From an optimization exercise on the open Yosys and OpenROAD flow, aimed at small area and a short achievable clock period; shortcuts taken in it are not production practice. The RTL was checked by simulation tests, not by an equivalence proof against the original design. No activity file was given, so power comes from the tool's default toggle rates.

--- flow/config.mk ---
export PLATFORM = sky130hd
export DESIGN_NAME = TopModule
export DESIGN_NICKNAME = TopModule
export VERILOG_FILES = /design/flow/design.v
export SDC_FILE = /design/flow/constraint.sdc
export NUM_CORES = 4
export LEC_CHECK = 0
export CAP_MARGIN = 20
export CORE_MARGIN = 2
export CORE_UTILIZATION = 40
export SLEW_MARGIN = 20
--- flow/constraint.sdc ---
create_clock -name core_clock -period 7.0 [get_ports {clk}]
set_input_delay 1.4000 -clock core_clock [delete_from_list [all_inputs] [get_ports {clk}]]
set_output_delay 1.4000 -clock core_clock [all_outputs]
set_load 0.01 [all_outputs]
--- flow/design.v ---
`timescale 1ns / 1ps
module TopModule(
    input clk,
    input rst,
    input stallingControl,
    input forwardControl,
    output [31:0] imem_addr,
    input  [31:0] imem_rdata,
    output [31:0] dmem_addr,
    output [31:0] dmem_wdata,
    output dmem_we,
    output dmem_re,
    input  [31:0] dmem_rdata,
    output wb_we,
    output [4:0] wb_addr,
    output [31:0] wb_data
    );
   reg  [31:0] fq;             
   reg  [31:0] pcn;            
   reg  [31:0] ir;             
   reg  [31:0] rsv, rtv;       
   reg         e_redir;        
   reg  [31:0] e_tgt;
   reg         e_rw, e_mr, e_mw, e_regdst, e_alusrc;
   reg  [2:0]  e_op;           
   reg  [4:0]  e_rt, e_rd;
   reg  [31:0] e_a, e_b;
   reg  [15:0] e_imm;
   reg         e_ext;
   reg         e_fa1, e_fa2, e_fb1, e_fb2;
   reg  [31:0] m_alu, m_st;    
   reg  [4:0]  m_wa;
   reg         m_rw, m_mr, m_mw;
   reg  [31:0] w_d;            
   reg  [4:0]  w_wa;
   reg         w_rw;
   wire [5:0] op = ir[31:26];
   wire [4:0] rs = ir[25:21];
   wire [4:0] rt = ir[20:16];
   wire [4:0] rd = ir[15:11];
   wire d_isR  = (op[5:2] == 4'b0000);
   wire d_lw   = (op == 6'b100011);
   wire d_sw   = (op == 6'b101011);
   wire d_beq  = (op == 6'b000100);
   wire d_xori = (op == 6'b001111);
   wire d_j    = (op == 6'b100000);
   wire d_rw   = d_isR | d_lw | d_xori;
   wire taken = (rsv == rtv);
   wire [31:0] pc = e_redir ? e_tgt : pcn;
   assign imem_addr = pc;
   wire x_rd    = (e_rd == rs) | (e_rd == rt);
   wire x_rt    = (e_rt == rs) | (e_rt == rt);
   wire lu      = e_mr & x_rt;
   wire stallb  = d_beq & ((e_rw & x_rd) | (e_mr & x_rt));
   wire flushc  = d_beq & taken & (~x_rd | (e_mr & ~x_rt));
   wire sc      = stallingControl;
   wire hazard  = sc & lu & ~d_beq;
   wire flush   = sc & flushc;
   wire pcwrite = ~(sc & (lu | stallb));
   wire irload  = (pc == 32'd0) | (pcwrite & ~flush);
   wire [4:0] e_wa = e_regdst ? e_rd : e_rt;
   reg  [31:0] rf [1:31];
   wire [31:0] rfa [0:31];
   assign rfa[0] = 32'd0;
   wire [31:0] wd1 = w_d | {32{rst}};
   wire [31:0] wd0 = w_d & ~{32{rst}};
   genvar gi;
   generate
      for (gi = 1; gi < 32; gi = gi + 1) begin : g_rf
         localparam [31:0] RV = gi * 10;
         always @(posedge clk)
            if (rst | (w_rw & (w_wa == gi)))
               rf[gi] <= (RV & wd1) | (~RV & wd0);
         assign rfa[gi] = rf[gi];
      end
   endgenerate
   wire [4:0]  frs = fq[25:21];
   wire [4:0]  frt = fq[20:16];
   wire [31:0] wdn = m_mr ? dmem_rdata : m_alu;
   wire [31:0] lrs = (frs == 5'd0) ? 32'd0 :
                     (m_rw & (m_wa == frs)) ? wdn :
                     (w_rw & (w_wa == frs)) ? w_d : rfa[frs];
   wire [31:0] lrt = (frt == 5'd0) ? 32'd0 :
                     (m_rw & (m_wa == frt)) ? wdn :
                     (w_rw & (w_wa == frt)) ? w_d : rfa[frt];
   wire [31:0] hrs = (m_rw & (m_wa == rs) & (rs != 5'd0)) ? wdn : rsv;
   wire [31:0] hrt = (m_rw & (m_wa == rt) & (rt != 5'd0)) ? wdn : rtv;
   always @(posedge clk) begin
      if (rst) fq <= 32'd0;
      else     fq <= imem_rdata;
      if (rst)          pcn <= 32'd0;
      else if (pcwrite) pcn <= pc + 32'd1;
      if (rst | flush) begin
         ir  <= 32'd0;
         rsv <= 32'd0;
         rtv <= 32'd0;
      end else if (irload) begin
         ir  <= fq;
         rsv <= lrs;
         rtv <= lrt;
      end else begin
         rsv <= hrs;
         rtv <= hrt;
      end
   end
   always @(posedge clk) begin
      if (rst) begin
         e_redir <= 1'b0;
         e_rw    <= 1'b0;
         e_mr    <= 1'b0;
         e_mw    <= 1'b0;
      end else begin
         e_redir <= ~hazard & ((d_beq & taken) | d_j);
         e_rw    <= ~hazard & d_rw;
         e_mr    <= ~hazard & d_lw;
         e_mw    <= ~hazard & d_sw;
      end
      e_tgt    <= d_beq ? pc + {{14{ir[15]}}, ir[15:0], 2'b00}
                        : {pc[31:28], ir[25:0], 2'b00};
      e_regdst <= d_isR;
      e_alusrc <= d_lw | d_sw | d_xori;
      e_op     <= {~op[5] & op[3], (op[5] | op[3]) ? 2'b00 : op[1:0]};
      e_rt     <= rt;
      e_rd     <= rd;
      e_a      <= rsv;
      e_b      <= rtv;
      e_imm    <= ir[15:0];
      e_ext    <= ir[15] & ~d_xori;
      e_fa1    <= e_rw & (e_wa != 5'd0) & (e_wa == rs);
      e_fa2    <= m_rw & (m_wa != 5'd0) & (m_wa == rs);
      e_fb1    <= e_rw & (e_wa != 5'd0) & (e_wa == rt);
      e_fb2    <= m_rw & (m_wa != 5'd0) & (m_wa == rt);
   end
   wire        fc  = forwardControl;
   wire [31:0] bb  = e_alusrc ? {{16{e_ext}}, e_imm} : e_b;
   wire [31:0] opa = (fc & e_fa1) ? m_alu : (fc & e_fa2) ? w_d : e_a;
   wire [31:0] opb = (fc & e_fb1) ? m_alu : (fc & e_fb2) ? w_d : bb;
   wire        sub = ~e_op[2] & (e_op[1:0] == 2'b01);
   wire [31:0] sum = opa + (sub ? ~opb : opb) + {31'd0, sub};
   reg  [31:0] res;
   always @(*) begin
      if (e_op[2])                 res = opa ^ opb;
      else if (e_op[1:0] == 2'b10) res = opa | opb;
      else if (e_op[1:0] == 2'b11) res = opa & opb;
      else                         res = sum;
   end
   always @(posedge clk) begin
      if (rst) begin
         m_rw <= 1'b0;
         m_mr <= 1'b0;
         m_mw <= 1'b0;
         w_rw <= 1'b0;
      end else begin
         m_rw <= e_rw;
         m_mr <= e_mr;
         m_mw <= e_mw;
         w_rw <= m_rw;
      end
      m_alu <= res;
      m_st  <= e_b;
      m_wa  <= e_wa;
      w_d   <= wdn;
      w_wa  <= m_wa;
   end
   assign dmem_addr  = m_alu;
   assign dmem_wdata = m_st;
   assign dmem_we    = m_mw;
   assign dmem_re    = m_mr;
   assign wb_we   = w_rw;
   assign wb_addr = w_wa;
   assign wb_data = w_d;
endmodule
--- flow/run.sh ---
#!/bin/bash
# synth_recipe.tcl (not shown) runs the flow's synth.tcl, then flattens the netlist and writes it again
# the make line also repeats each setting of config.mk as NAME=value (left out here)
make -C /OpenROAD-flow-scripts/flow DESIGN_CONFIG=/design/flow/config.mk WORK_HOME=/design/flow/orfs CLKGATE_MAP_FILE= SYNTH_SCRIPT=/design/flow/synth_recipe.tcl finish
==> summary.txt <==
==> synth_stat cells (all sizes together), types with 19 or more instances <==
cell type / count
nor4: 22
edfxtp: 992
nor3: 26
a21o: 28
inv: 166
o21a: 32
nand3: 74
a22o: 307
nand4: 148
ha: 122
mux2i: 184
nor2b: 81
dfxtp: 401
o21ai: 332
xor2: 81
o22ai: 54
nand2: 324
a221oi: 415
nand2b: 22
a211oi: 40
nor2: 213
a222oi: 62
a22oi: 188
clkbuf: 296
or4: 19
buf: 81
a21oi: 133
xnor2: 118
==> sequential cells by signal, indices dropped and copies added (netlist names), 3 cells and up <==
register / count
w_wa: 5
ir: 32
e_a: 32
m_wa: 5
pcn: 32
m_st: 32
rtv: 32
e_imm: 15
e_rt: 5
w_d: 32
e_op: 3
e_b: 32
e_tgt: 32
m_alu: 32
rsv: 32
rf: 992
fq: 32
==> layout make-up <==
class                           instances  area [µm²]
Clock buffer                          173        3849
Antenna cell                            2       5.005
Tap cell                             2058        2575
Clock inverter                         91        1061
Multi-Input combinational cell       3198       23500
Sequential cell                      1393       37820
Inverter                              167       626.9
Timing Repair Buffer                  374        3378
Fill cell                           13808       83030
==> critical path: stages <==
cell	delay, ns
clkdlybuf4s50_1	0.67
nand2_2	0.38
buf_4	0.55
nor2_1	0.09
a211oi_1	0.22
a21oi_1	0.11
xnor2_1	0.15
ha_1	0.25
or2_2	0.27
o22ai_1	0.28
o211ai_1	0.16
a211oi_1	0.38
nor3_1	0.19
o32ai_2	0.28
buf_4	0.19
o21ai_1	0.09
a221oi_2	0.30
xnor2_1	0.16
o21ai_1	0.07
==> metal layers <==
layer  wire [µm]  up-vias  track usage
met5         345        -     0.009080
met4       23080       24       0.2138
met3       46020     1570       0.1497
met2      117700     5358       0.5009
met1       99790    25212       0.4259
li1            -    20624            -
==> worst paths after layout <==
check | startpoint | end | slack [ns] | cells after the start
hold reg to reg | e_b[15] | m_st[15] | 0.35 | 0
setup reg to reg | fq[22] | rsv[20] | 1.91 | 10
hold / removal | e_b[15] | m_st[15] | 0.35 | 0
setup / recovery | forwardControl | m_alu[30] | 1.49 | 19
==> cell families (layout without fill, tap and decap cells) <==
kind of cell	after synthesis	after routing	synth area share
DFF	1393	1393	0.6043
xor gates and xnor gates	199	199	0.02785
adders and majority gates	125	125	0.02519
muxes	194	194	0.03123
buffers and inverters	544	805	0.03343
AOI/OAI and AO/OA	1680	1680	0.2005
and+or+nand+nor	1000	1000	0.07753
other	0	2	0
==> metrics by stage <==
stage,power (mW),hold WS (ns),setup WS [ns],utilization
2_1_floorplan,12.68,0.3290,1.445,-
4_1_cts,22.55,0.3534,1.571,0.4666
5_1_grt,23.28,0.3638,1.137,0.4672
3_5_place_dp,14.68,0.3410,0.7337,0.4351
6_report,22.81,0.3534,1.491,0.4672
3_3_place_gp,14.65,0.3368,0.7367,0.4349
==> power breakdown <==
part / switching, mW / total (mW) / leakage [nW] / internal, mW
logic: 2.15 / 3.25 / 11.0 / 1.09
clock network: 3.58 / 8.03 / 2.36 / 4.46
registers: 1.15 / 11.5 / 13.4 / 10.4
total: 6.88 / 22.8 / 26.7 / 15.9
==> impl_metrics.csv <==
group,metric,value,unit
floorplan,die_y,399.5,µm
floorplan,io_pins,204,
status,status,"no timing/DRC/antenna violations",
layout,syn2layout_area_growth,16.34,%
logic_synthesis,syn_nets,5327,
global_route,grt_first_pass_wirelength,388000,µm
logic_synthesis,syn_area,0.06258,mm²
place,placedCellCount,7187,
place,place.gp.congestion,0.9780,
clocking,cts_tree,"built",
worst_hold_path,holdCritPathClass,"flop to flop",
drt,drc,0,
clocking,clk_root_buffer_cell,"clkbuf_16",
logic_synthesis,async_reset_ff_frac,0,
floorplan,initial_core_util,0.4016,
sta,finalSetupViolCount,0,
layout,drive_above_1_share,0.1060,
clocking,cts.clk_slew.worst_paths,0.06,ns
logic_synthesis,yosys_most_used_dff,"edfxtp_1",
sta,drv_slew,0,
power,peakVddDrop,0.0001881,V
logic_synthesis,yosysTopAreaCellShare,0.4760,
place,dp_hpwl,166400,µm
sta,fin_setup_tns,0,ns
place,dpl-instance-area,0.06781,mm²
drt,avgViaCountPerCell,7.080,
sta,fin_crit_sh,0.7871,
worst_setup_path,critPathRequiredTime,7.70,ns
power,powerDensity,313.3,mW/mm²
floorplan,core-area,0.1558,mm²
clocking,cts.repair.resized,0,
sta,tightest_slew,1.299,ns
floorplan,num_rows,145,
layout,num-nets-final,5469,
worst_setup_path,cp_max_fo,49,
power,p_leak,26.68,nW
layout,stdcell_count,7456,
worst_setup_path,cp-end-kind,"flop",
drt,route.detailed.wl_per_inst,38.48,µm
sta,max_clock_freq,0.1815,GHz
clocking,clk_latency,0.84,ns
clocking,cts-htree-levels,4,
flow_run,maxCapViolCount,0,
floorplan,dieArea,0.1596,mm²
logic_synthesis,yosysWarnings,2,
logic_synthesis,avgSynthCellArea,12.19,µm²
clocking,cts_buffer_depth,3,
logic_synthesis,synth_edf_count,992,
sta,timing.slew.headroom,0.1320,
sta,skew,0.06728,ns
clocking,ctsHoldBuffers,0,
global_route,grt-ovfl-total,0,
clocking,cts_sinks,1393,
layout,mostFrequentLayoutCells,"992 x edfxtp_1, 413 x a221oi_1, 398 x dfxtp_1",
worst_setup_path,crit_type,"input port to flop",
sta,period_needed,5.509,ns
global_route,track_usage,0.3471,
drt,postRouteAntennaNets,0,
logic_synthesis,synthCells,5135,
logic_synthesis,ys_seq_area_frac,0.6043,
floorplan,die_w,399.5,µm
logic_synthesis,synth.top_cells.by_area,"edfxtp_1 48%, dfxtp_1 13%, a221oi_1 5.8%",
clocking,post_cts_buffers,0,
layout,post-route-cell-area,0.07281,mm²
drt,dr.pass1.iters,12,
worst_setup_path,cp.arrival,6.21,ns
global_route,grt_max_degree,66,
drt,drt_wl_total,286900,µm
drt,vias,52788,
sta,rsz0062_at_grt,"no",
sta,final_hold_viol_count,0,
worst_setup_path,startpoint_type,"input port",
logic_synthesis,yosysUniqueCellTypes,77,
drt,drt_iter0_drc,11446,
logic_synthesis,ys_seq_elements,1393,
layout,layout_commonest_cell,"edfxtp_1",
logic_synthesis,yosysTopAreaCell,"edfxtp_1",
place,portBuffers,203,
clocking,numCtsBuffers,143,
global_route,first_global_vias,49300,
global_route,antenna_found_initial,13,

re-timing with driven ports:
How much do the figures lean on ideal ports? The routed layout below was timed once more, with nothing changed but the port constraints. Step 1 assumes that a clkbuf_16 drives the clock port and a buf_2 every other input. Step 2, shift: input delay + t, output delay - t, t = (earliest + latest rising clock arrival at the registers) / 2. This alone moves slack from input paths to output paths. Three values: no drivers, after step 1, after step 2; two values: the first two.
t (ns): 0.882
slack for setup (ns): 1.491 / 1.538 / 0.656
latest minus earliest clock arrival (ns): 0.073 / 0.072
slew at the worst register clock pin (ns): 0.07 / 0.07
worst slew at a driven data input, ns: 0.09
After both steps setup and hold are still met in this run. For this run, drivers alone change the setup slack by +0.047 ns; drivers and shift together by -0.835 ns.
